What follows belongs to an exercise in optimizing a design on an open flow for small area, a short achievable clock period and few clock cycles per item; a production flow would make more cautious choices.
Function was checked by simulation only, so behaviour that the tests miss may differ from the original.
No activity file was given, so power comes from the tool's default toggle rates.

## the baseline
// DCSformer
module DCSformer(
	clk,
	rst_n,
	i_valid,
	w_valid,
	i_data,
	w_data,
	w_ready,
	o_valid,
	o_data
);
For scale: about 6200 cells after synthesis, about 2400 flip-flops, about 54 I/O pins, roughly 92000 sq um of cells after synthesis.
==> flow/config.mk <==
export PLATFORM = sky130hd
export DESIGN_NAME = DCSformer
export DESIGN_NICKNAME = DCSformer
export VERILOG_FILES = /design/flow/design.v
export SDC_FILE = /design/flow/constraint.sdc
export NUM_CORES = 4
export LEC_CHECK = 0
export CAP_MARGIN = 20
export CORE_MARGIN = 2
export CORE_UTILIZATION = 60
export CTS_BUF_LIST = sky130_fd_sc_hd__clkbuf_8 sky130_fd_sc_hd__clkbuf_16
export CTS_CLUSTER_DIAMETER = 100
export CTS_CLUSTER_SIZE = 22
export PLACE_DENSITY = 0.7
export SLEW_MARGIN = 20
==> flow/constraint.sdc <==
create_clock -name core_clock -period 12.0 [get_ports {clk}]
set_input_delay 2.4000 -clock core_clock [delete_from_list [all_inputs] [get_ports {clk}]]
set_output_delay 2.4000 -clock core_clock [all_outputs]
set_load 0.01 [all_outputs]
standard.sh (not shown) runs the stock make flow with config.mk's settings and CLKGATE_MAP_FILE= SYNTH_SCRIPT=/design/flow/synth_recipe.tcl, a recipe that flattens the netlist after the stock synthesis.
==> flow/flow/run.sh <==
#!/bin/bash
set -uo pipefail
cd "$(dirname "$0")/.."
sed 's/yosys synth -nofsm -noshare /yosys synth -nofsm -noshare -noabc /' synth_recipe.tcl > synth_noabc.tcl
grep -q -- '-nofsm -noshare -noabc' synth_noabc.tcl || { echo "could not derive synth_noabc.tcl" > flow_standard.log; exit 1; }
bash standard.sh SYNTH_SCRIPT="$PWD/synth_noabc.tcl" SETUP_SLACK_MARGIN=8.2 SKIP_GATE_CLONING=1 \
  "BUFFER_PORTS_ARGS=-buffer_cell sky130_fd_sc_hd__buf_4" finish > flow_standard.log 2>&1
The baseline closes out successfully: all stages finished, all timing, DRC and antenna checks passed.
Testbench counts of the baseline, summed over its fixed seeds: cycles 10,222, items 64.
Here is what was changed in the inputs of the candidate compared with the baseline.
# the baseline
export LEC_CHECK = 0
export CAP_MARGIN = 20
export CORE_MARGIN = 2
export CORE_UTILIZATION = 60
export CTS_BUF_LIST = sky130_fd_sc_hd__clkbuf_8 sky130_fd_sc_hd__clkbuf_16
export CTS_CLUSTER_DIAMETER = 100
export CTS_CLUSTER_SIZE = 22
export PLACE_DENSITY = 0.7
export SLEW_MARGIN = 20
create_clock -name core_clock -period 12.0 [get_ports {clk}]
# the candidate
export LEC_CHECK = 0
export CAP_MARGIN = 20
export CORE_MARGIN = 2
export CORE_UTILIZATION = 60
export CTS_BUF_LIST = sky130_fd_sc_hd__clkbuf_4 sky130_fd_sc_hd__clkbuf_8 sky130_fd_sc_hd__clkbuf_16
export CTS_CLUSTER_DIAMETER = 100
export CTS_CLUSTER_SIZE = 22
export PLACE_DENSITY = 0.7
export SLEW_MARGIN = 20
create_clock -name core_clock -period 12.0 [get_ports {clk}]
--- a/flow/flow/run.sh
+++ b/flow/flow/run.sh
@@ -6 +6 @@
-bash standard.sh SYNTH_SCRIPT="$PWD/synth_noabc.tcl" SETUP_SLACK_MARGIN=8.2 SKIP_GATE_CLONING=1 \
+bash standard.sh SYNTH_SCRIPT="$PWD/synth_noabc.tcl" SETUP_SLACK_MARGIN=8.5 SKIP_GATE_CLONING=1 \
## What came out
The candidate finished end to end and its layout was clean on timing, DRC and antenna.
Taking the baseline as the reference point, the post-CTS repair timing setup buffer count of the candidate rises by 63.
The baseline reports its end point of the critical path as lane[3].ps[10] while the candidate reports lane[6].ps[11].
Re number of flip-flops and latches: no difference whatsoever between the candidate and the baseline.
Compared with the baseline, the candidate shows total power that has gone up slightly.
Reported for the candidate and the baseline, synthesized netlist net count turned out identical to the last digit.
On the candidate: maximum net fanout on the critical path is 6 lower than what the baseline gave.
The baseline has a lower utilization than the candidate.
Looking at the candidate and the baseline, the worst-case clock buffer depth is a wash.

[what the ideal ports hide]
The results above use ideal ports. As a check the final layouts listed here were re-extracted and re-timed, cells and wires unchanged.
Step 1 (the two cells are an assumption about what drives the block):
set clk [get_ports {clk}]
set_driving_cell -lib_cell sky130_fd_sc_hd__clkbuf_16 $clk
set_driving_cell -lib_cell sky130_fd_sc_hd__buf_2 [delete_from_list [all_inputs] $clk]
Step 2 also shifts input and output timing later by t, the mid clock arrival at the registers, as if the neighbouring blocks saw the same clock.
a / b / c = ideal / step 1 / step 2; a / b = the first two.
| run | t, ns | slack for setup (ns) | clock arrival spread, ns | worst register clock-pin slew, ns |
|---|---|---|---|---|
| the baseline | 0.877 | 8.215 / 8.170 / 7.788 | 0.064 / 0.064 | 0.11 / 0.11 |
| the candidate | 0.865 | 8.164 / 8.164 / 7.865 | 0.044 / 0.045 | 0.10 / 0.10 |
After both steps every run listed still meets setup and hold. The setup slack of the baseline, which loses most, moves by -0.045 ns with the drivers and by -0.427 ns with both steps.
